This design comes from an exercise in tuning for small area and a short achievable clock period on the open sky130 flow, not from production work.
No functional check of the RTL was part of any run shown here.
Power figures rest on the tool's default switching activity, not on a simulated workload.

==> design/flow/design.v <==
module fpadder(input [15:0] A, input [15:0] B, input clk, input rst, output reg [15:0] C);
function gt15(input [14:0] a, input [14:0] b);
	reg [15:0] g, e;
	reg [7:0] g1, e1;
	reg [3:0] g2, e2;
	reg [1:0] g3, e3;
	integer i;
	begin
		g = {1'b0, a & ~b};
		e = {1'b1, ~(a ^ b)};
		for (i = 0; i < 8; i = i + 1) begin
			g1[i] = g[2*i+1] | (e[2*i+1] & g[2*i]);
			e1[i] = e[2*i+1] & e[2*i];
		end
		for (i = 0; i < 4; i = i + 1) begin
			g2[i] = g1[2*i+1] | (e1[2*i+1] & g1[2*i]);
			e2[i] = e1[2*i+1] & e1[2*i];
		end
		for (i = 0; i < 2; i = i + 1) begin
			g3[i] = g2[2*i+1] | (e2[2*i+1] & g2[2*i]);
			e3[i] = e2[2*i+1] & e2[2*i];
		end
		gt15 = g3[1] | (e3[1] & g3[0]);
	end
endfunction
wire [4:0] ea = A[14:10], eb = B[14:10];
wire       gte  = ea > eb;
wire       abig = gt15(A[14:0], B[14:0]);
wire [4:0] dab = ea - eb;
wire [4:0] dba = eb - ea;
reg        sign1, sub1, abig1;
reg [4:0]  exp1, sh1;
reg [9:0]  ma1, mb1;
always @(posedge clk) begin
	sign1 <= abig ? A[15] : B[15];
	sub1  <= A[15] ^ B[15];
	abig1 <= abig;
	exp1  <= gte ? ea : eb;
	sh1   <= gte ? dab : dba;
	ma1   <= A[9:0];
	mb1   <= B[9:0];
end
wire [9:0]  xm1 = abig1 ? ma1 : mb1;
wire [9:0]  ym1 = abig1 ? mb1 : ma1;
wire [10:0] ys = {1'b1, ym1} >> sh1[3:0];
wire [10:0] yv = sh1[4] ? 11'd0 : ys;
reg        sign2, sub2;
reg [4:0]  exp2;    
reg [9:0]  xm2;
reg [10:0] ym2;
always @(posedge clk) begin
	sign2 <= sign1;
	sub2  <= sub1;
	exp2  <= exp1 + 5'd1;
	xm2   <= xm1;
	ym2   <= yv ^ {11{sub1}};
end
reg        sign3;
reg [4:0]  exp3;    
reg [11:0] s3;
always @(posedge clk) begin
	sign3 <= sign2;
	exp3  <= exp2;
	s3    <= {2'b01, xm2} + {sub2, ym2} + {11'd0, sub2};
end
wire [15:0] v = {s3[11:1], 5'b10000};
wire [3:0] nz;
wire [1:0] c4 [0:3];
genvar gi;
generate
	for (gi = 0; gi < 4; gi = gi + 1) begin : grp
		wire [3:0] q = v[4*gi+3:4*gi];
		assign nz[gi] = |q;
		assign c4[gi] = q[3] ? 2'd0 : q[2] ? 2'd1 : q[1] ? 2'd2 : 2'd3;
	end
endgenerate
wire       z8 = ~(nz[3] | nz[2]);                  
wire       z4 = z8 ? ~nz[1] : ~nz[3];              
wire [1:0] lo = z8 ? (nz[1] ? c4[1] : c4[0]) : (nz[3] ? c4[3] : c4[2]);
wire       none = ~|s3[11:1];
wire [12:0] w0 = {s3, 1'b0};
wire [12:0] w1 = z8 ? {w0[4:0], 8'd0} : w0;
wire [12:0] w2 = z4 ? {w1[8:0], 4'd0} : w1;
wire [12:0] w3 = lo[1] ? {w2[10:0], 2'd0} : w2;
wire [12:0] w4 = lo[0] ? {w3[11:0], 1'd0} : w3;
wire [9:0] m = none ? s3[9:0] : w4[11:2];
wire [1:0] kh = none ? 2'd0 : {z8, z4};
wire [1:0] kl = none ? 2'd1 : lo;
wire [2:0] eh0 = exp3[4:2] - {1'b0, kh};
wire [2:0] eh1 = exp3[4:2] - {1'b0, kh} - 3'd1;
wire [2:0] el  = {1'b0, exp3[1:0]} - {1'b0, kl};
wire [4:0] e   = {el[2] ? eh1 : eh0, el[1:0]};
wire zero = ~sign3 && exp3 == 5'd1 && s3 == 12'h800;
always @(posedge clk)
	C <= {sign3, e[4:1], e[0] & ~zero, m};
endmodule
==> design/flow/flow/run.sh <==
#!/bin/bash
# Standard layout, with plain buffers (not delay cells) on the ports.
set -euo pipefail
export BUFFER_PORTS_ARGS="-buffer_cell sky130_fd_sc_hd__buf_2"
bash standard.sh > standard.log 2>&1
==> design/flow/standard.sh <==
#!/bin/bash
# synth_recipe.tcl (not shown) runs the flow's synth.tcl, then flattens the netlist and writes it again
# the make line also repeats each setting of config.mk as NAME=value (left out here)
make -C /OpenROAD-flow-scripts/flow DESIGN_CONFIG=/design/flow/config.mk WORK_HOME=/design/flow/orfs CLKGATE_MAP_FILE= SYNTH_SCRIPT=/design/flow/synth_recipe.tcl "${@:-finish}"
==> design/flow/config.mk <==
export PLATFORM = sky130hd
export DESIGN_NAME = fpadder
export DESIGN_NICKNAME = fpadder
export VERILOG_FILES = /design/flow/design.v
export SDC_FILE = /design/flow/constraint.sdc
export NUM_CORES = 4
export LEC_CHECK = 0
export CAP_MARGIN = 20
export CORE_MARGIN = 2
export CORE_UTILIZATION = 60
export CTS_BUF_LIST = sky130_fd_sc_hd__clkbuf_4 sky130_fd_sc_hd__clkbuf_8
export SETUP_SLACK_MARGIN = 2.0
export SLEW_MARGIN = 20
export TNS_END_PERCENT = 0
==> design/flow/constraint.sdc <==
create_clock -name core_clock -period 4.0 [get_ports {clk}]
set_input_delay 0.8000 -clock core_clock [delete_from_list [all_inputs] [get_ports {clk}]]
set_output_delay 0.8000 -clock core_clock [all_outputs]
set_load 0.01 [all_outputs]
==> out/metrics.cfg, run 1 <==
[clock_network]
clkTransAtPathRegs_ns = 0.09
tritoncts = built
cts_buffers = 9
cts_max_level = 3
clock_path_buffers = 2
insertion_delay_ns = 0.35
numClockSinks = 95
ctsHoldBuffers = 0
cts-root-buf = clkbuf_8

[worst_setup_path]
r2r_end = C[14]
cp-end-kind = flop
reg2regPathDepth = 8
crit_arrival_ns = 2.53
cp_slowest_cell = or4_4
cp_num_buf_inv = 1
path_max_fanout = 4
startpoint_type = flop
path_cells = or4_4 -> nand2_4 -> inv_4 -> ha_4 -> fa_1 -> ha_2 -> nor2b_4 -> xnor2_1
startpoint = s3[7]
r2r_start = s3[7]
cp.depth = 8
worstSetupPathType = reg2reg
cp_top_family = adder cells
required_ns = 4.24
max_stage_delay_ns = 0.59
r2r_slack_ns = 1.71
crit_path_end = C[14]

[route]
drc_errors = 0
wl_mm = 8.924
wl_per_cell_um = 14.61
wl_met1_mm = 3.907
dr.pass1.iters = 5
via_per_inst = 5.597
num_vias = 3420
dr_wl_met3_um = 318
dr_wl_met2_mm = 4.496
antenna_left = 0
routed.top_layer = met4
drt_iter0_markers = 129

[grt]
grt_use_total_pct = 22.25
grt_pass1_vias = 3266
grt_max_degree = 22
overflow = 0
grt_pass1_wl_mm = 14.78
grt_antenna_before_repair = 0

[placed_design]
place_ws_ns = 1.186
dpl_cell_area_sq_um = 4947
place_congestion = 0.8946
io_buffer_count = 48
dp_hpwl_mm = 6.726

[synthesis]
yosysTopAreaCellShare_pct = 41.53
muxShareOfSynthArea_pct = 11.61
synth_top_area_cell = dfxtp_1
synth_xor_area_share_pct = 4.781
synth_cells = 447
synth_top_family_by_area = compound AO/OA/AOI/OAI gates
synth_simple_gate_area_share_pct = 11.50
ys.flop_type = dfxtp_1
synth.area.top_cells = dfxtp_1 (42%), ha_1 (8.5%), mux2i_1 (4.2%)
yosysWarnings = 1
synth_most_common_cell = dfxtp_1
syn_nets = 518
synth_seq_cells = 95
synthArstFlopShare_pct = 0
synthAdderAreaFrac_pct = 11.09
avgSynthCellArea_sq_um = 10.24
ys_seq_area_share_pct = 41.53
netlist_area_sq_um = 4579
synth.top_cells.by_count = dfxtp_1 (95), inv_1 (39), ha_1 (31)
yosysUniqueCellTypes = 62
synth_edf_count = 0
synth_compound_area_share_pct = 14.37

[power]
peakVddDrop_uv = 241.8
power_frac_comb_pct = 39.9
p_int_w = 0.002346
leakage_nw = 2.388
total_power_w = 0.003638
clockPowerShare_pct = 19.4
power_density_nw_per_um2 = 676.5
p_sw_w = 0.001292
p_sw_share_pct = 35.52
seq_power_share_pct = 40.7

[sta]
min_period_over_period_pct = 57.14
grt_setup_unrepaired = yes
min_period_ns = 2.285
slew_headroom_pct = 54.77
setup_viol = 0
clock.fmax_ghz = 0.4375
setup_tns_ns = 0
fin_hold_ws_ns = 0.3273
worst_pin_slew_ns = 0.6723
fin_ws_ns = 1.715
finalClockSkew_ns = 0.01087
slew_violations = 0
final_hold_viol_count = 0

[floorplanning]
fp-row-count = 31
chipHeight_um = 91.37
num_io_pins = 50
dieArea_sq_um = 8348
start_util_pct = 62.47
core_sq_um = 7331
die_w_um = 91.37

[final_layout]
fillerInstances = 542
area_growth_pct = 17.43
layout.nets = 578
diodes = 0
final_area_sq_um = 5378
layout-drive-gt1-share_pct = 26.17

[job]
drv_cap = 0

[hold_path]
hp-class = reg2reg

[outcome]
status = no timing/DRC/antenna violations

[what timing repair did]
action | in CTS | in global routing
endpoints found under the setup margin | 36 | 32
gates resized for setup | 16 | 4
pin swaps | 5 | 5
setup buffers | 7 | 9
cloned | 0 | 0
[state kept, by name (all words and copies together) (netlist names)]
signal and cells:
C 16, s3 12, ym2 11, ma1 10, mb1 10, xm2 10
exp1 5, exp2 5, exp3 5, sh1 5, abig1 1, sign1 1
sign2 1, sign3 1, sub1 1, sub2 1
[final cells by class]
cell class / count / area [sq um] / share of cell area (%)
flip-flops and latches: 95 / 1914 / 35.60
well taps: 99 / 123.9 / 2.303
clock buffers: 12 / 158.9 / 2.955
multi-input cells: 297 / 2584 / 48.05
inverters: 40 / 158.9 / 2.955
repair buffers: 64 / 360.3 / 6.701
clock inverters: 4 / 77.57 / 1.443
[worst register-to-register path, cell delays in order, from the launching register on]
cell	delay, ns
dfxtp_4	0.36
or4_4	0.59
nand2_4	0.11
inv_4	0.04
ha_4	0.15
fa_1	0.50
ha_2	0.21
nor2b_4	0.12
xnor2_1	0.12
[stage by stage]
step / cells / utilization (%)
2_1_floorplan: 447 / -
3_3_place_gp: 579 / 67.49
3_5_place_dp: 579 / 67.49
4_1_cts: 602 / 72.33
5_1_grt: 611 / 73.36
6_report: 611 / 73.36
[cell usage in the layout, fill, tap and decap left out, drive strengths merged, types with 12 or more instances in the layout]
cell | netlist | routed
mux2i | 19 | 19
o21ai | 19 | 19
mux2 | 16 | 16
inv | 40 | 39
ha | 31 | 31
buf | 8 | 64
clkbuf | 7 | 12
a21oi | 21 | 21
nand2 | 24 | 24
dfxtp | 95 | 95
xnor2 | 17 | 17
nor2 | 18 | 18
[logic make-up after synthesis]
group           Yosys count
simple gates             97
buf+inv                  55
flops                    95
xor+xnor                 25
compound gates           96
fa+ha+maj                37
mux                      42
[per-layer routing]
metal | global-route usage (%) | vias up
met3 | 2.988 | 19
met1 | 26.88 | 1602
met4 | 10.98 | 0
met5 | 0 | -
met2 | 38.83 | 86
li1 | - | 1713
[how the worst min path moves through the flow]
| stage | startpoint | endpoint | cells past startpoint |
|---|---|---|---|
| global placement | sign2 | sign3 | 0 |
| floorplan | exp2[0] | exp3[0] | 0 |
| detailed placement | exp2[4] | exp3[4] | 0 |
| finish | exp2[2] | exp3[2] | 0 |
| global route | exp2[1] | exp3[1] | 0 |
| CTS | exp2[2] | exp3[2] | 0 |
[power groups by stage]
stage | Combinational [W] | Clock [W] | Sequential (W)
after floorplan | 0.00106 | 0 | 0.00141
after global placement | 0.00127 | 0 | 0.00148
after detailed placement | 0.00129 | 0 | 0.00148
after CTS | 0.00137 | 0.000728 | 0.00147
after global routing | 0.00160 | 0.000763 | 0.00151
final | 0.00145 | 0.000705 | 0.00148
==> inputs of run 2 (changes only) <==
--- a/design/flow/config.mk
+++ b/design/flow/config.mk
@@ -10,5 +10,5 @@
 export CORE_UTILIZATION = 60
 export CTS_BUF_LIST = sky130_fd_sc_hd__clkbuf_4 sky130_fd_sc_hd__clkbuf_8
-export SETUP_SLACK_MARGIN = 2.0
+export SETUP_SLACK_MARGIN = 2.3
 export SLEW_MARGIN = 20
 export TNS_END_PERCENT = 0
==> out/metrics.cfg, run 2 <==
[outcome]
status = no timing/DRC/antenna violations

[floorplanning]
dieArea_sq_um = 8348  ; unchanged
start_util_pct = 62.47  ; unchanged
fp-row-count = 31  ; unchanged
die_w_um = 91.37  ; unchanged
num_io_pins = 50  ; unchanged
chipHeight_um = 91.37  ; unchanged
core_sq_um = 7331  ; unchanged

[sta]
slew_headroom_pct = 54.77  ; unchanged
worst_pin_slew_ns = 0.6723  ; unchanged
min_period_ns = 2.285  ; unchanged
clock.fmax_ghz = 0.4375  ; unchanged
setup_viol = 0  ; unchanged
finalClockSkew_ns = 0.01087  ; unchanged
final_hold_viol_count = 0  ; unchanged
grt_setup_unrepaired = yes
slew_violations = 0  ; unchanged
min_period_over_period_pct = 57.14  ; unchanged
setup_tns_ns = 0  ; unchanged
fin_hold_ws_ns = 0.3273  ; unchanged

[synthesis]
synth_edf_count = 0  ; unchanged
synth_cells = 447  ; unchanged
ys_seq_area_share_pct = 41.53  ; unchanged
yosysTopAreaCellShare_pct = 41.53  ; unchanged
synth_seq_cells = 95  ; unchanged
yosysUniqueCellTypes = 62  ; unchanged
synthArstFlopShare_pct = 0  ; unchanged
syn_nets = 518  ; unchanged
yosysWarnings = 1  ; unchanged
netlist_area_sq_um = 4579  ; unchanged
synth_most_common_cell = dfxtp_1
avgSynthCellArea_sq_um = 10.24  ; unchanged
synth.top_cells.by_count = dfxtp_1 (95), inv_1 (39), ha_1 (31)
synth_top_area_cell = dfxtp_1
synth.area.top_cells = dfxtp_1 (42%), ha_1 (8.5%), mux2i_1 (4.2%)
ys.flop_type = dfxtp_1

[clock_network]
tritoncts = built
cts_buffers = 9  ; unchanged
ctsHoldBuffers = 0  ; unchanged
clock_path_buffers = 2  ; unchanged
numClockSinks = 95  ; unchanged
cts-root-buf = clkbuf_8
insertion_delay_ns = 0.35  ; about the same
clkTransAtPathRegs_ns = 0.09  ; about the same
cts_max_level = 3  ; unchanged

[final_layout]
diodes = 0  ; unchanged
layout.nets = 578  ; unchanged
reg_top3 = C: 16 flops, s3: 12 flops, ym2: 11 flops
layout-drive-gt1-share_pct = 26.17  ; unchanged
regMostFlops = C
area_growth_pct = 17.43  ; unchanged
largest_reg_flops = 16  ; unchanged
final_area_sq_um = 5378  ; unchanged
layout_common_cells = dfxtp_1 (89), buf_2 (48), inv_1 (37), ha_1 (26), nand2_1 (23)
final_common_cell = dfxtp_1

[route]
num_vias = 3420  ; unchanged
drt_iter0_markers = 129  ; unchanged
wl_mm = 8.924  ; unchanged
drc_errors = 0  ; unchanged
wl_per_cell_um = 14.61  ; unchanged
via_per_inst = 5.597  ; unchanged
dr.pass1.iters = 5  ; unchanged
antenna_left = 0  ; unchanged

[power]
peakVddDrop_uv = 241.8  ; unchanged
leakage_nw = 2.388  ; unchanged
power_density_nw_per_um2 = 676.5  ; unchanged

[placed_design]
place_congestion = 0.8946  ; unchanged
io_buffer_count = 48  ; unchanged
dp_hpwl_mm = 6.726  ; unchanged
dpl_cell_area_sq_um = 4947  ; unchanged

[worst_setup_path]
path_max_fanout = 4  ; unchanged
worstSetupPathType = reg2reg
required_ns = 4.24  ; about the same
cp-end-kind = flop
startpoint_type = flop
crit_arrival_ns = 2.53  ; about the same

[grt]
grt_max_degree = 22  ; unchanged
overflow = 0  ; unchanged
grt_use_total_pct = 22.25  ; unchanged
grt_antenna_before_repair = 0  ; unchanged
grt_pass1_wl_mm = 14.78  ; unchanged
grt_pass1_vias = 3266  ; unchanged

[hold_path]
hp-class = reg2reg

[job]
drv_cap = 0  ; unchanged

==> run 2: cell families (layout without fill, tap and decap cells) <==
logic type / count (synthesis) / count (layout) / synth area share, %
xor gates and xnor gates: 25 / 25 / 4.781
buffers and inverters: 55 / 120 / 5.109
AOI/OAI and AO/OA: 96 / 96 / 14.37
muxes: 42 / 42 / 11.61
DFF: 95 / 95 / 41.53
adders and majority gates: 37 / 37 / 11.09
and+or+nand+nor: 97 / 97 / 11.50
==> run 2: report_power, final <==
group          internal, W  switching, W
registers          0.00123      0.000256
clock network     0.000396      0.000309
logic             0.000724      0.000727
==> run 2: layout make-up <==
class                           count  area, sq um
Multi-Input combinational cell    297         2584
Fill cell                         542         1953
Timing Repair Buffer               64        360.3
Clock inverter                      4        77.57
Tap cell                           99        123.9
Clock buffer                       12        158.9
Inverter                           40        158.9
Sequential cell                    95         1914
==> run 2: timing repair <==
action,in CTS,in global routing
pin swaps,5,5
hold endpoints to repair,0,0
setup endpoints to repair,43,44
buffers inserted,7,9
resized for setup,16,4
==> run 2: critical path, cell delays in order (launching register included) <==
cell     delay, ns
dfxtp_4       0.36
or4_4         0.59
nand2_4       0.11
inv_4         0.04
ha_4          0.15
fa_1          0.50
ha_2          0.21
nor2b_4       0.12
xnor2_1       0.12
==> run 2: per-layer routing <==
metal	part of all wire (%)	global-route usage, %	wire (um)	vias up
met5	0	0	0	-
met4	2.3	10.98	201	0
met3	3.6	2.988	318	19
met2	50	38.83	4496	86
met1	44	26.88	3907	1602
li1	-	-	-	1713
==> run 2: final timing paths <==
check	from	to	slack, ns	cells past startpoint
min reg2reg	exp2[2]	exp3[2]	0.33	0
min	exp2[2]	exp3[2]	0.33	0
max	s3[7]	C[14]	1.71	8
max reg2reg	s3[7]	C[14]	1.71	8
==> run 2: per-stage QoR <==
stage	utilization, %	std cells	worst slack, ns	power (W)
after floorplan	-	447	1.823	0.002464
after global placement	67.49	579	1.201	0.002756
after detailed placement	67.49	579	1.186	0.002776
after CTS	72.33	602	1.697	0.003577
after global routing	73.36	611	1.641	0.003873
final	73.36	611	1.715	0.003638

[static timing again, ports no longer ideal]
The results above use ideal ports. As a check the final layouts listed here were re-extracted and re-timed, cells and wires unchanged. Step 1: set_driving_cell puts a clkbuf_16 on clk and a buf_2 on each other input, an assumption about the parent block. Step 2 moves the port delays by t, midway between the first and last clock arrival at a register: inputs arrive t later, outputs are due t later. That takes back most of the time a late clock gives input paths. a / b / c = no drivers / after step 1 / after step 2; a / b = the first two.
| run | t (ns) | setup WS [ns] | clock arrival spread, ns | worst register clock-pin slew, ns | cell pins on the clock port's net |
|---|---|---|---|---|---|
| run 1 | 0.375 | 1.715 / 1.715 / 1.564 | 0.013 / 0.014 | 0.09 / 0.09 | 1 |
| run 2 | 0.375 | 1.715 / 1.715 / 1.564 | 0.013 / 0.014 | 0.09 / 0.09 | 1 |
After both steps every run listed still meets setup and hold.
